Source: an optimization exercise on an open RTL-to-GDS flow (aim: small area and a short achievable clock period). Production flows keep margins and buffers that such runs may drop. In this exercise RTL edits were held to simulation tests only and were not proved equivalent to the original. Power is estimated from default activity; no workload was simulated.

## gg_deblock_filter_top
module gg_deblock_filter_top (
    input  logic         clk,
    input  logic [511:0] blki_d,
    input  logic [17:0]  bs_d,
    input  logic [23:0]  qpz_d,
    input  logic [4:0]   FilterOffsetA_d,
    input  logic [4:0]   FilterOffsetB_d,
    input  logic         ch_flag_d,
    output logic [511:0] blko_q
);
==> module gg_deblock_dec, before the edit <==
module gg_deblock_dec
(
    input  logic [41:0] thr,
    input  logic is4,
    input  logic is13,
    input  logic [0:3][7:0] pi,
    input  logic [0:3][7:0] qi,
    output logic [4:0] flags
);
    function automatic logic absd_lt5(input logic [7:0] a, input logic [7:0] b,
                                      input logic [4:0] t, input logic [4:0] t_m1);
        logic [8:0] d;
        logic [4:0] m;
        d = {1'b0, a} - {1'b0, b};
        m = d[4:0] ^ {5{d[8]}};
        absd_lt5 = (d[8:5] == {4{d[8]}}) && (d[8] ? (m < t_m1) : (m < t));
    endfunction
    logic [7:0] alpha, alpha_m1;
    logic [6:0] alpha4, alpha4_m1;
    logic [4:0] beta, beta_m1;
    logic [8:0] d0;
    logic [7:0] m8;
    logic [6:0] m7;
    logic f, ap1, aq1, ap2, aq2, pq_a, pq_a4;
    always_comb begin
        alpha     = thr[41:34];
        alpha_m1  = thr[33:26];
        alpha4    = thr[24:18];
        alpha4_m1 = thr[16:10];
        beta      = thr[9:5];
        beta_m1   = thr[4:0];
        d0  = {1'b0, qi[0]} - {1'b0, pi[0]};
        m8  = d0[7:0] ^ {8{d0[8]}};
        m7  = m8[6:0];
        pq_a  = d0[8] ? (m8 < alpha_m1) : (m8 < alpha);
        pq_a4 = (d0[8:7] == {2{d0[8]}}) && (d0[8] ? (m7 < alpha4_m1) : (m7 < alpha4));
        ap1   = absd_lt5(pi[1], pi[0], beta, beta_m1);
        aq1   = absd_lt5(qi[1], qi[0], beta, beta_m1);
        ap2   = absd_lt5(pi[2], pi[0], beta, beta_m1);
        aq2   = absd_lt5(qi[2], qi[0], beta, beta_m1);
        f = pq_a & ap1 & aq1;
        flags = { f & is4, f & is13, ap2, aq2, pq_a4 };
    end
endmodule
==> module gg_deblock_filter_top, before the edit <==
module gg_deblock_filter_top (
    input  logic         clk,
    input  logic [511:0] blki_d,
    input  logic [17:0]  bs_d,
    input  logic [23:0]  qpz_d,
    input  logic [4:0]   FilterOffsetA_d,
    input  logic [4:0]   FilterOffsetB_d,
    input  logic         ch_flag_d,
    output logic [511:0] blko_q
);
    logic [0:3][0:15][7:0] blki_w;
    logic [0:3][5:0]       qpz_w;
    logic [0:2][0:1][2:0]  bs_w;
    logic [0:2][6:0]       tA_w, tB_w;
    logic [0:2][41:0]      thr_w;
    logic [0:2][0:1][14:0] tcs_w;
    logic [0:2][0:1]       is4_w, is13_w;
    logic [0:3][4:0]       vflg_w;
    assign blki_w = blki_d;
    assign qpz_w  = qpz_d;
    assign bs_w   = bs_d;
    gg_deblock_index _idx (
        .qpz(qpz_w), .FilterOffsetA(FilterOffsetA_d), .FilterOffsetB(FilterOffsetB_d),
        .ch_flag(ch_flag_d), .tA(tA_w), .tB(tB_w)
    );
    gg_deblock_params _par1 (
        .tA(tA_w), .tB(tB_w), .bs(bs_w),
        .thr(thr_w), .tcs(tcs_w), .is4(is4_w), .is13(is13_w)
    );
    gg_deblock_stage1 _st1 (
        .blki ( blki_w ), .thr ( thr_w ), .is4 ( is4_w ), .is13 ( is13_w ), .vflg ( vflg_w )
    );
    logic [0:3][0:15][7:0] blki;
    logic [0:2][6:0]       tA, tB;
    logic [0:2][0:1][2:0]  bs;
    logic                  ch_flag;
    logic [0:3][4:0]       vflg;
    always_ff @(posedge clk) begin
        blki    <= blki_d;
        tA      <= tA_w;
        tB      <= tB_w;
        bs      <= bs_d;
        ch_flag <= ch_flag_d;
        vflg    <= vflg_w;
    end
    logic [0:2][41:0]      thr;
    logic [0:2][0:1][14:0] tcs;
    logic [0:2][0:1]       is4, is13;
    logic [0:3][0:15][7:0] blkm_w;
    logic [0:7][4:0]       hflg_w;
    logic [0:7][17:0]      hclp_w;
    gg_deblock_params _par2 (
        .tA(tA), .tB(tB), .bs(bs),
        .thr(thr), .tcs(tcs), .is4(is4), .is13(is13)
    );
    gg_deblock_stage2 _st2 (
        .blki ( blki ), .blkm ( blkm_w ),
        .thr ( thr ), .tcs ( tcs ), .is4 ( is4 ), .is13 ( is13 ),
        .ch_flag ( ch_flag ), .vflg ( vflg ), .hflg ( hflg_w ), .hclp ( hclp_w )
    );
    logic [0:3][0:15][7:0] blkm;
    logic [0:7][4:0]       hflg;
    logic [0:7][17:0]      hclp;
    logic [1:2][0:1][14:0] tcs_h;
    logic                  ch_flag_h;
    always_ff @(posedge clk) begin
        blkm      <= blkm_w;
        hflg      <= hflg_w;
        hclp      <= hclp_w;
        tcs_h     <= tcs[1:2];
        ch_flag_h <= ch_flag;
    end
    logic [0:3][0:15][7:0] blko;
    gg_deblock_stage3 _st3 (
        .blkm ( blkm ), .blko ( blko ), .tcs ( tcs_h ), .ch_flag ( ch_flag_h ),
        .hflg ( hflg ), .hclp ( hclp )
    );
    assign blko_q = blko;
endmodule
make LEC_CHECK=0 ABC_AREA=1 CAP_MARGIN=20 CORE_MARGIN=2 CORE_UTILIZATION=30 PLACE_DENSITY=0.35 SLEW_MARGIN=20 finish   # period 27.0 ns
run.sh (not shown) runs the stock make flow with config.mk's settings and CLKGATE_MAP_FILE= SYNTH_SCRIPT=/design/flow/synth_recipe.tcl, a recipe that flattens the netlist after the stock synthesis.
Then changed:
--- a/flow/design.v
+++ b/flow/design.v
@@ -751,11 +751,15 @@
 );
     function automatic logic absd_lt5(input logic [7:0] a, input logic [7:0] b,
                                       input logic [4:0] t, input logic [4:0] t_m1);
-        logic [8:0] d;
-        logic [4:0] m;
-        d = {1'b0, a} - {1'b0, b};
-        m = d[4:0] ^ {5{d[8]}};
-        absd_lt5 = (d[8:5] == {4{d[8]}}) && (d[8] ? (m < t_m1) : (m < t));
+        logic [5:0] d;
+        logic eq, up, dn, pos, neg;
+        d  = {1'b0, a[4:0]} - {1'b0, b[4:0]};           
+        eq = a[7:5] == b[7:5];
+        up = {1'b0, a[7:5]} == {1'b0, b[7:5]} + 4'd1;
+        dn = {1'b0, a[7:5]} + 4'd1 == {1'b0, b[7:5]};
+        pos = d[5] ? up : eq;                           
+        neg = d[5] ? eq : dn;                           
+        absd_lt5 = (pos && (d[4:0] < t)) || (neg && (~d[4:0] < t_m1));
     endfunction
     logic [7:0] alpha, alpha_m1;
     logic [6:0] alpha4, alpha4_m1;
@@ -988,6 +992,7 @@
     logic [0:2][0:1][2:0]  bs;
     logic                  ch_flag;
     logic [0:3][4:0]       vflg;
+    logic [0:1][14:0]      tcs0;
     always_ff @(posedge clk) begin
         blki    <= blki_d;
         tA      <= tA_w;
@@ -995,9 +1000,10 @@
         bs      <= bs_d;
         ch_flag <= ch_flag_d;
         vflg    <= vflg_w;
+        tcs0    <= tcs_w[0];
     end
     logic [0:2][41:0]      thr;
-    logic [0:2][0:1][14:0] tcs;
+    logic [0:2][0:1][14:0] tcs, tcs_s2;
     logic [0:2][0:1]       is4, is13;
     logic [0:3][0:15][7:0] blkm_w;
     logic [0:7][4:0]       hflg_w;
@@ -1006,9 +1012,10 @@
         .tA(tA), .tB(tB), .bs(bs),
         .thr(thr), .tcs(tcs), .is4(is4), .is13(is13)
     );
+    assign tcs_s2 = { tcs0, tcs[1], tcs[2] };
     gg_deblock_stage2 _st2 (
         .blki ( blki ), .blkm ( blkm_w ),
-        .thr ( thr ), .tcs ( tcs ), .is4 ( is4 ), .is13 ( is13 ),
+        .thr ( thr ), .tcs ( tcs_s2 ), .is4 ( is4 ), .is13 ( is13 ),
         .ch_flag ( ch_flag ), .vflg ( vflg ), .hflg ( hflg_w ), .hclp ( hclp_w )
     );
     logic [0:3][0:15][7:0] blkm;
Effect:
- The new run went through all stages and came out clean
- area after synthesis is about the same
- sequential cell count grows by 15
- setup slack improved by 0.84 ns
- first-iteration DRC count shrinks by 2.6%
- routed wire length grows by 0.93%
- total power is higher by 1.9%
- clock-buffer cell count went down by 4
- global-route usage went up by 0.26 points
- combinational power is about the same
- critical path depth came out lower by 48
- utilization stays flat

[separate check: timing with driven ports]
The flow's constraints put no driver on any port. The routed layouts listed below were extracted and timed again, unchanged, in two steps. Step 1 sets driving cells, clkbuf_16 on the clock port and buf_2 on the other inputs (assumed; they add their load-dependent delay and slew). Step 2, shift: input delay + t, output delay - t, t = (earliest + latest rising clock arrival at the registers) / 2. This alone moves slack from input paths to output paths. Three values: no drivers, after step 1, after step 2; two values: the first two.
| run | t, ns | slack for setup (ns) | worst setup path at the end | cell pins on the clock port's net |
|---|---|---|---|---|
| the first run | 1.110 | 13.752 / 13.752 / 13.752 | register to register | 1 |
| the second run | 1.123 | 14.592 / 14.706 / 13.583 | input to register | 1 |
After both steps setup and hold are still met in every run listed. The setup slack of the second run, which loses most, moves by +0.114 ns with the drivers and by -1.009 ns with both steps.
